Background: an optimization exercise with open tools, aiming at small area, a short achievable clock period and few clock cycles. Do not read the settings as production practice.
At most, simulation tests tie the RTL to the original design; equivalence was not proved.

// draw_subsystem
module draw_subsystem(
    input               clk,
    input               rst_,
    input  [51:0]       line_op,
    input               line_rts,
    output              line_rtr,
    input  [41:0]       circle_op,
    input               circle_rts,
    output              circle_rtr,
    output [16:0]       mem_addr,
    output [3:0]        mem_wben,
    output [31:0]       mem_wdata,
    input  [31:0]       mem_rdata,
    output              idle
    );
    wire        l_valid, l_take, l_busy;
    wire [16:0] l_addr;
    wire [7:0]  l_mask;
    wire [11:0] l_col;
    wire        c_valid, c_take, c_busy;
    wire [16:0] c_addr;
    wire [7:0]  c_mask;
    wire [11:0] c_col;
    wire        m_busy;
    reg busy_q;
    assign idle = !busy_q;
    always @(posedge clk or negedge rst_) begin
        if (!rst_)
            busy_q <= 1'b0;
        else
            busy_q <= l_busy || c_busy || m_busy
                   || (line_rts && line_rtr) || (circle_rts && circle_rtr);
    end
    line_drawer ld (
        .clk(clk), .rst_(rst_),
        .in_op(line_op), .in_rts(line_rts), .in_rtr(line_rtr),
        .v_valid(l_valid), .v_addr(l_addr), .v_mask(l_mask), .v_col(l_col),
        .v_take(l_take), .busy(l_busy)
    );
    circle_drawer cd (
        .clk(clk), .rst_(rst_),
  ...
==> flow/config.mk <==
export PLATFORM = sky130hd
export DESIGN_NAME = draw_subsystem
export DESIGN_NICKNAME = draw_subsystem
export VERILOG_FILES = /design/flow/design.v
export SDC_FILE = /design/flow/constraint.sdc
export NUM_CORES = 4
export LEC_CHECK = 0
export CAP_MARGIN = 20
export CORE_MARGIN = 2
export CORE_UTILIZATION = 40
export SLEW_MARGIN = 20
==> flow/constraint.sdc <==
create_clock -name core_clock -period 10.0 [get_ports {clk}]
set_input_delay 2.0000 -clock core_clock [delete_from_list [all_inputs] [get_ports {clk}]]
set_output_delay 2.0000 -clock core_clock [all_outputs]
set_load 0.01 [all_outputs]
standard.sh (not shown) runs the stock make flow with config.mk's settings and CLKGATE_MAP_FILE= SYNTH_SCRIPT=/design/flow/synth_recipe.tcl, a recipe that flattens the netlist after the stock synthesis.
==> flow/flow/run.sh <==
#!/bin/bash
# The standard layout (standard.sh) with two repair settings changed:
#  - the port buffers are sky130_fd_sc_hd__buf_1 (buffer_ports picks
#    clkdlybuf4s50_1 by default, a slow delay cell);
set -euo pipefail
sed "s|CLKGATE_MAP_FILE= |CLKGATE_MAP_FILE= SETUP_SLACK_MARGIN=7 'BUFFER_PORTS_ARGS=-buffer_cell sky130_fd_sc_hd__buf_1' |" standard.sh > standard_tuned.sh
bash standard_tuned.sh > flow.log 2>&1
The baseline finished with timing, DRC and antenna clean.
Testbench counts at the start, summed over its fixed seeds: cycles 95,149.
Edit:
--- a/flow/design.v
+++ b/flow/design.v
@@ -17,18 +17,18 @@
     reg        fin;             
     reg [1:0]  state;
     reg [9:0]  x1, x2;
     reg [7:0]  y1, y2;
     reg [11:0] col;
     reg        xgt, ygt;
     reg        xmaj, mdec;
     reg [7:0]  cnt, m;          
-    wire signed [8:0] err  = x2[8:0];
-    wire [7:0]        dmag = y2;
+    reg signed [8:0] d;
+    reg signed [8:0] err;
     reg        newgrp;          
     reg  nrdy_o;
     assign in_rtr = !nrdy_o;
     reg        gval, gclosed;
     reg [16:0] gaddr;
     reg [7:0]  gmask;
     wire drawing = !rdy && !fin && (state == S_DRAW);
     wire last    = (cnt == 8'd0);
@@ -41,18 +41,16 @@
     assign v_mask  = gmask;
     assign v_col   = col;        
     assign busy    = !rdy || gval;
     wire [9:0] ddx = x2 - x1;
     wire [9:0] ndx = x1 - x2;
     wire [7:0] ddy = y2 - y1;
     wire [7:0] ndy = y1 - y2;
     wire       dxge = (cnt >= m);
-    wire [8:0] mmc  = {1'b0, m} - {1'b0, cnt};
-    wire [8:0] cmm  = {1'b0, cnt} - {1'b0, m};
     wire       swp  = dxge ? xgt : ygt;
     always @(posedge clk or negedge rst_) begin
         if (!rst_) begin
             rdy   <= 1'b1;
             nrdy_o <= 1'b0;
             fin   <= 1'b0;
             state <= S_DIFF;
         end else begin
@@ -100,30 +98,30 @@
                         x1 <= x2;
                         y1 <= y2;
                     end
                     mdec <= swp ^ (dxge ? ygt : xgt);
                     if (!dxge) begin
                         cnt <= m;
                         m   <= cnt;
                     end
-                    x2     <= {1'b0, dxge ? (mmc) : (cmm)};
-                    y2     <= dxge ? cmm[7:0] : mmc[7:0];
+                    d      <= dxge ? ({1'b0, m} - {1'b0, cnt}) : ({1'b0, cnt} - {1'b0, m});
+                    err    <= dxge ? ({1'b0, m} - {1'b0, cnt}) : ({1'b0, cnt} - {1'b0, m});
                     newgrp <= 1'b1;
                 end
                 default: if (pix_ok && !last) begin
                     cnt <= cnt - 8'd1;
                     if (xmaj) begin
                         x1 <= x1 + 10'd1;
                         if (!err[8]) y1 <= mdec ? y1 - 8'd1 : y1 + 8'd1;
                     end else begin
                         y1 <= y1 + 8'd1;
                         if (!err[8]) x1 <= mdec ? x1 - 10'd1 : x1 + 10'd1;
                     end
-                    x2[8:0] <= err[8] ? err + {1'b0, m} : err - {1'b0, dmag};
+                    err    <= err + (err[8] ? {1'b0, m} : d);
                     newgrp <= !xmaj || !err[8] || (x1[2:0] == 3'd7);
                 end
             endcase
         end
     end
     always @(posedge clk or negedge rst_) begin
         if (!rst_) begin
             gval    <= 1'b0;
@@ -195,18 +193,20 @@
     assign v_valid = gval && gclosed;
     assign v_addr  = gaddr;
     assign v_mask  = gmask;
     assign v_col   = col;        
     assign busy    = !rdy || gval;
     wire       swap = oct[0];
     wire       sxn  = oct[1];
     wire       syn  = oct[2];
-    wire [9:0] sx0 = x0 + (({10{sxn}} ^ {3'b0, r}) & {10{!swap}}) + {9'b0, sxn && !swap};
-    wire [8:0] sy0 = y0 + (({9{syn}} ^ {2'b0, r}) & {9{swap}}) + {8'b0, syn && swap};
+    wire [9:0] x0pr = x0 + {3'b0, r};
+    wire [9:0] x0mr = x0 - {3'b0, r};
+    wire [8:0] y0pr = y0 + {2'b0, r};
+    wire [8:0] y0mr = y0 - {2'b0, r};
     wire xdec  = !t[8];
     wire mv_x  = xdec ^ swap;
     wire mv_dn = mv_x ? (xdec ^ sxn) : (xdec ^ syn);
     always @(posedge clk or negedge rst_) begin
         if (!rst_) begin
             rdy     <= 1'b1;
             nrdy_o  <= 1'b0;
             fin     <= 1'b0;
@@ -243,18 +243,18 @@
                 r   <= in_op[18:12];
                 col <= in_op[11:0];
             end
         end else if (!drawing) begin
             cx <= r;
             cy <= 7'd0;
             k  <= r;
             t  <= 9'd1 - {2'b0, r};
-            px <= sx0;
-            py <= sy0;
+            px <= swap ? x0 : (sxn ? x0mr : x0pr);
+            py <= !swap ? y0 : (syn ? y0mr : y0pr);
             newgrp <= 1'b1;
             skip   <= !swap && syn;
         end else if ((pix_ok || skip) && !lastpx) begin
             skip <= 1'b0;
             k <= k - 7'd1;
             if (xdec) begin
                 cx <= cx - 7'd1;
                 t  <= t + 9'd2 - {1'b0, cx, 1'b0};
The new run went through all stages and came out clean.
Via count stays flat.
Fmax stays flat.
Sequential share of layout area came out higher by 1.1 points.
Die area rises by 2.5%.
Global-route usage goes down by 0.77 points.
Synthesized area went up by 2.5%.
Sequential cell count increases by 18.
Cell area goes up by 2.9%.
Final cell count increases by 1.4%.
Setup slack barely changes.
Hold slack gets better by 0.040 ns.
Function not checked in the second run of this note: the RTL went through the layout flow alone.

---

Another version of the RTL of draw_subsystem (not shown whole).
Size in the first run: about 1,700 cells after synthesis, ~270 flip-flops, about 190 I/O pins.
==> module line_drawer, before the edit <==
module line_drawer (
    input             clk,
    input             rst_,
    input      [51:0] in_op,
    input             in_rts,
    output            in_rtr,
    output            v_valid,
    output     [15:0] v_grp,        
    output     [7:0]  v_mask,
    output     [11:0] v_col,
    input             v_take,
    output            busy
);
    localparam S_DIFF = 3'd0, S_ABS = 3'd1, S_ORDER = 3'd2, S_DMAG = 3'd3, S_ERR = 3'd4,
               S_DRAW = 3'd5;
    reg        rdy;             
    reg [2:0]  state;
    reg [9:0]  x1, x2;
    reg [7:0]  y1, y2;
    reg [11:0] col;
    reg        xgt, ygt;
    reg        xmaj, mdec;
    reg [7:0]  cnt, m;          
    wire signed [8:0] err  = x2[8:0];
    wire [7:0]        dmag = y2;
    reg [7:0]  gmask;           
    reg  nrdy_o;
    assign in_rtr = !nrdy_o;
    wire drawing = !rdy && (state == S_DRAW);
    wire last    = (cnt == 8'd0);
    wire [7:0] pbit = 8'd1 << x1[2:0];
    wire leave   = last || !xmaj || !err[8] || (x1[2:0] == 3'd7);
    wire step    = drawing && (!leave || v_take);
    assign v_valid = drawing && leave;
    assign v_grp   = {1'b0, y1, x1[9:3]};
    assign v_mask  = gmask | pbit;
    assign v_col   = col;
    assign busy    = !rdy;
    wire [8:0]  ddx = x2[8:0] - x1[8:0];          
    wire [8:0]  ddy = {1'b0, y2} - {1'b0, y1};    
    wire [8:0]  cmm = {1'b0, cnt} - {1'b0, m};
    wire        dxge = !cmm[8];
    wire       swp  = dxge ? xgt : ygt;
    always @(posedge clk or negedge rst_) begin
        if (!rst_) begin
            rdy    <= 1'b1;
            nrdy_o <= 1'b0;
            state  <= S_DIFF;
        end else begin
            if (rdy) begin
                if (in_rts) begin
                    rdy    <= 1'b0;
                    nrdy_o <= 1'b1;
                    state  <= S_DIFF;
                end
            end else begin
                case (state)
                    S_DIFF:  state <= S_ABS;
                    S_ABS:   state <= S_ORDER;
                    S_ORDER: state <= S_DMAG;
                    S_DMAG:  state <= S_ERR;
                    S_ERR:   state <= S_DRAW;
                    default: if (step && last) begin
                        rdy    <= 1'b1;
                        nrdy_o <= 1'b0;
                    end
                endcase
            end
        end
    end
    always @(posedge clk) begin
        if (rdy) begin
            if (in_rts) begin
                x1  <= in_op[51:42];
                y1  <= in_op[39:32];
                x2  <= in_op[31:22];
                y2  <= in_op[19:12];
                col <= in_op[11:0];
            end
        end else begin
            case (state)
                S_DIFF: begin
                    xgt <= ddx[8];
                    ygt <= ddy[8];
                    cnt <= ddx[7:0];
                    m   <= ddy[7:0];
                end
                S_ABS: begin
                    if (xgt) cnt <= 8'd0 - cnt;
                    if (ygt) m   <= 8'd0 - m;
                end
                S_ORDER: begin
                    xmaj <= dxge;
                    if (swp) begin
                        x1 <= x2;
                        y1 <= y2;
                    end
                    mdec <= swp ^ (dxge ? ygt : xgt);
                    if (!dxge) begin
                        cnt <= m;
                        m   <= cnt;
                    end
                    gmask <= 8'd0;
                end
                S_DMAG: y2 <= cmm[7:0];
                S_ERR:  x2 <= 10'd0 - {2'b0, y2};
                default: if (step) begin
                    gmask <= leave ? 8'd0 : (gmask | pbit);
                    if (!last) begin
                        cnt <= cnt - 8'd1;
                        if (xmaj) begin
                            x1 <= x1 + 10'd1;
                            if (!err[8]) y1 <= mdec ? y1 - 8'd1 : y1 + 8'd1;
                        end else begin
                            y1 <= y1 + 8'd1;
                            if (!err[8]) x1 <= mdec ? x1 - 10'd1 : x1 + 10'd1;
                        end
                        x2[8:0] <= err[8] ? err + {1'b0, m} : err - {1'b0, dmag};
                    end
                end
            endcase
        end
    end
endmodule
==> module circle_drawer, before the edit <==
module circle_drawer (
    input             clk,
    input             rst_,
    input      [41:0] in_op,
    input             in_rts,
    output            in_rtr,
    output            v_valid,
    output     [15:0] v_grp,        
    output     [7:0]  v_mask,
    output     [11:0] v_col,
    input             v_take,
    output            busy
);
    reg        rdy;             
    reg        drawing;         
    reg [9:0]  x0;
    reg [8:0]  y0;
    reg [6:0]  r;
    reg [11:0] col;
    reg [2:0]  oct;
    reg [6:0]  cx, cy;          
    reg        skip;            
    reg signed [8:0] t;
    reg [9:0]  px;
    reg [8:0]  py;
    reg [7:0]  gmask;           
    reg  nrdy_o;
    assign in_rtr = !nrdy_o;
    wire active  = !rdy && drawing;
    wire draw_px = active && !skip;
    wire [6:0] cyp1 = cy + 7'd1;
    wire [6:0] cxm1 = cx - 7'd1;
    wire lastpx  = (cx == cy) || (swap && cx == cyp1);
    wire [7:0] pbit = 8'd1 << px[2:0];
    wire leave   = lastpx || !mv_x || (mv_dn ? (px[2:0] == 3'd0) : (px[2:0] == 3'd7));
    wire step    = active && (skip || !leave || v_take);
    assign v_valid = draw_px && leave;
    assign v_grp   = {py, px[9:3]};
    assign v_mask  = gmask | pbit;
    assign v_col   = col;
    assign busy    = !rdy;
    wire       swap = oct[0];
    wire       sxn  = oct[1];
    wire       syn  = oct[2];
    wire [9:0] sx0 = x0 + (({10{sxn}} ^ {3'b0, r}) & {10{!swap}}) + {9'b0, sxn && !swap};
    wire [8:0] sy0 = y0 + (({9{syn}} ^ {2'b0, r}) & {9{swap}}) + {8'b0, syn && swap};
    wire xdec  = !t[8];
    wire mv_x  = xdec ^ swap;
    wire mv_dn = mv_x ? (xdec ^ sxn) : (xdec ^ syn);
    always @(posedge clk or negedge rst_) begin
        if (!rst_) begin
            rdy     <= 1'b1;
            nrdy_o  <= 1'b0;
            drawing <= 1'b0;
            oct     <= 3'd0;
        end else begin
            if (rdy) begin
                if (in_rts) begin
                    rdy     <= 1'b0;
                    nrdy_o  <= 1'b1;
                    drawing <= 1'b0;
                    oct     <= 3'd0;
                end
            end else if (!drawing) begin
                drawing <= 1'b1;
            end else if (step && lastpx) begin
                drawing <= 1'b0;
                oct     <= oct + 3'd1;
                if (oct == 3'd7) begin
                    rdy    <= 1'b1;
                    nrdy_o <= 1'b0;
                end
            end
        end
    end
    always @(posedge clk) begin
        if (rdy) begin
            if (in_rts) begin
                x0    <= in_op[41:32];
                y0    <= in_op[30:22];
                r     <= in_op[18:12];
                col   <= in_op[11:0];
                gmask <= 8'd0;
            end
        end else if (!drawing) begin
            cx <= r;
            cy <= 7'd0;
            t  <= 9'd1 - {2'b0, r};
            px <= sx0;
            py <= sy0;
            skip <= !swap && syn;
        end else if (step) begin
            if (!skip)
                gmask <= leave ? 8'd0 : (gmask | pbit);
            if (!lastpx) begin
                skip <= 1'b0;
                t <= t + {xdec ? ~{1'b0, cxm1} : {1'b0, cyp1}, 1'b1} + {8'b0, xdec};
                if (xdec) cx <= cxm1;
                else      cy <= cyp1;
                if (mv_x) px <= mv_dn ? px - 10'd1 : px + 10'd1;
                else      py <= mv_dn ? py - 9'd1 : py + 9'd1;
            end
        end
    end
endmodule
clock: 10.0 ns
lec_check: 0
cap_margin: 20
core_margin: 2
core_utilization: 40
cts_cluster_diameter: 100
cts_cluster_size: 20
slew_margin: 20
==> flow/flow/run.sh <==
#!/bin/bash
# The standard layout (standard.sh) with two repair settings changed:
#  - the port buffers are sky130_fd_sc_hd__buf_1 (buffer_ports picks
#    clkdlybuf4s50_1 by default, a slow delay cell);
set -euo pipefail
sed "s|CLKGATE_MAP_FILE= |CLKGATE_MAP_FILE= SETUP_SLACK_MARGIN=6.8 'BUFFER_PORTS_ARGS=-buffer_cell sky130_fd_sc_hd__buf_1' |" standard.sh > standard_tuned.sh
bash standard_tuned.sh > flow.log 2>&1
Edit:
--- a/flow/design.v
+++ b/flow/design.v
@@ -23,7 +23,7 @@
     reg        xmaj, mdec;
     reg [7:0]  cnt, m;          
     wire signed [8:0] err  = x2[8:0];
-    wire [7:0]        dmag = y2;
+    wire [8:0]        ndmag = {|y2, y2};
     reg [7:0]  gmask;           
     reg  nrdy_o;
     assign in_rtr = !nrdy_o;
@@ -104,7 +104,10 @@
                     gmask <= 8'd0;
                 end
                 S_DMAG: y2 <= cmm[7:0];
-                S_ERR:  x2 <= 10'd0 - {2'b0, y2};
+                S_ERR: begin
+                    x2 <= 10'd0 - {2'b0, y2};
+                    y2 <= 8'd0 - y2;
+                end
                 default: if (step) begin
                     gmask <= leave ? 8'd0 : (gmask | pbit);
                     if (!last) begin
@@ -116,7 +119,7 @@
                             y1 <= y1 + 8'd1;
                             if (!err[8]) x1 <= mdec ? x1 - 10'd1 : x1 + 10'd1;
                         end
-                        x2[8:0] <= err[8] ? err + {1'b0, m} : err - {1'b0, dmag};
+                        x2[8:0] <= err + (err[8] ? {1'b0, m} : ndmag);
                     end
                 end
             endcase
@@ -147,11 +150,19 @@
     reg [6:0]  cx, cy;          
     reg        skip;            
     reg signed [8:0] t;
-    reg [9:0]  px;
-    reg [8:0]  py;
     reg [7:0]  gmask;           
     reg  nrdy_o;
     assign in_rtr = !nrdy_o;
+    wire       swap = oct[0];
+    wire       sxn  = oct[1];
+    wire       syn  = oct[2];
+    wire [6:0] ax = swap ? cy : cx;
+    wire [6:0] ay = swap ? cx : cy;
+    wire [9:0] px = x0 + ({10{sxn}} ^ {3'b0, ax}) + {9'b0, sxn};
+    wire [8:0] py = y0 + ({9{syn}} ^ {2'b0, ay}) + {8'b0, syn};
+    wire xdec  = !t[8];
+    wire mv_x  = xdec ^ swap;
+    wire mv_dn = mv_x ? (xdec ^ sxn) : (xdec ^ syn);
     wire active  = !rdy && drawing;
     wire draw_px = active && !skip;
     wire [6:0] cyp1 = cy + 7'd1;
@@ -165,14 +176,6 @@
     assign v_mask  = gmask | pbit;
     assign v_col   = col;
     assign busy    = !rdy;
-    wire       swap = oct[0];
-    wire       sxn  = oct[1];
-    wire       syn  = oct[2];
-    wire [9:0] sx0 = x0 + (({10{sxn}} ^ {3'b0, r}) & {10{!swap}}) + {9'b0, sxn && !swap};
-    wire [8:0] sy0 = y0 + (({9{syn}} ^ {2'b0, r}) & {9{swap}}) + {8'b0, syn && swap};
-    wire xdec  = !t[8];
-    wire mv_x  = xdec ^ swap;
-    wire mv_dn = mv_x ? (xdec ^ sxn) : (xdec ^ syn);
     always @(posedge clk or negedge rst_) begin
         if (!rst_) begin
             rdy     <= 1'b1;
@@ -212,8 +215,6 @@
             cx <= r;
             cy <= 7'd0;
             t  <= 9'd1 - {2'b0, r};
-            px <= sx0;
-            py <= sy0;
             skip <= !swap && syn;
         end else if (step) begin
             if (!skip)
@@ -223,8 +224,6 @@
                 t <= t + {xdec ? ~{1'b0, cxm1} : {1'b0, cyp1}, 1'b1} + {8'b0, xdec};
                 if (xdec) cx <= cxm1;
                 else      cy <= cyp1;
-                if (mv_x) px <= mv_dn ? px - 10'd1 : px + 10'd1;
-                else      py <= mv_dn ? py - 9'd1 : py + 9'd1;
             end
         end
     end
Wire length decreases by 6.6%.
Global-route usage drops by 0.33 points.
Utilization grows by 0.79 points.
Fmax came out higher by 0.91%.
Design area went down by 6.1%.
Via count came out lower by 5.8%.
Critical path depth stays the same.
Cell count is lower by 6.6%.
Register-to-register slack improves by 0.03 ns.
Synthesized cell count drops by 8.6%.
Hold slack is worse by 0.0080 ns.
Testbench counts after the change, summed over its fixed seeds: cycles 94,780.
Function not checked in the first run of this note: the RTL went through the layout flow alone.

==> what the ideal ports hide <==
The flow's constraints put no driver on any port. The routed layouts listed below were extracted and timed again, unchanged, in two steps. Step 1: set_driving_cell puts a clkbuf_16 on clk and a buf_2 on each other input, an assumption about the parent block. Step 2, shift: input delay + t, output delay - t, t = (earliest + latest rising clock arrival at the registers) / 2. This alone moves slack from input paths to output paths. Three values: ideal ports, drivers, drivers and shift; two values: the first two.
run	t (ns)	slack for setup (ns)	hold WS [ns]	worst setup path at the end
the first run of note 1	0.625	6.853 / 6.793 / 6.435	0.450 / 0.450 / 0.450	input to register
the second run of note 1	0.626	6.853 / 6.795 / 6.444	0.490 / 0.490 / 0.490	input to register
the first run of note 2	0.580	6.797 / 6.797 / 6.523	0.548 / 0.548 / 0.548	input to register
the second run of note 2	0.569	6.826 / 6.806 / 6.431	0.540 / 0.540 / 0.540	input to register
After both steps setup and hold are still met in every run listed. For the first run of note 1, which loses most, drivers alone change the setup slack by -0.060 ns; drivers and shift together by -0.418 ns.
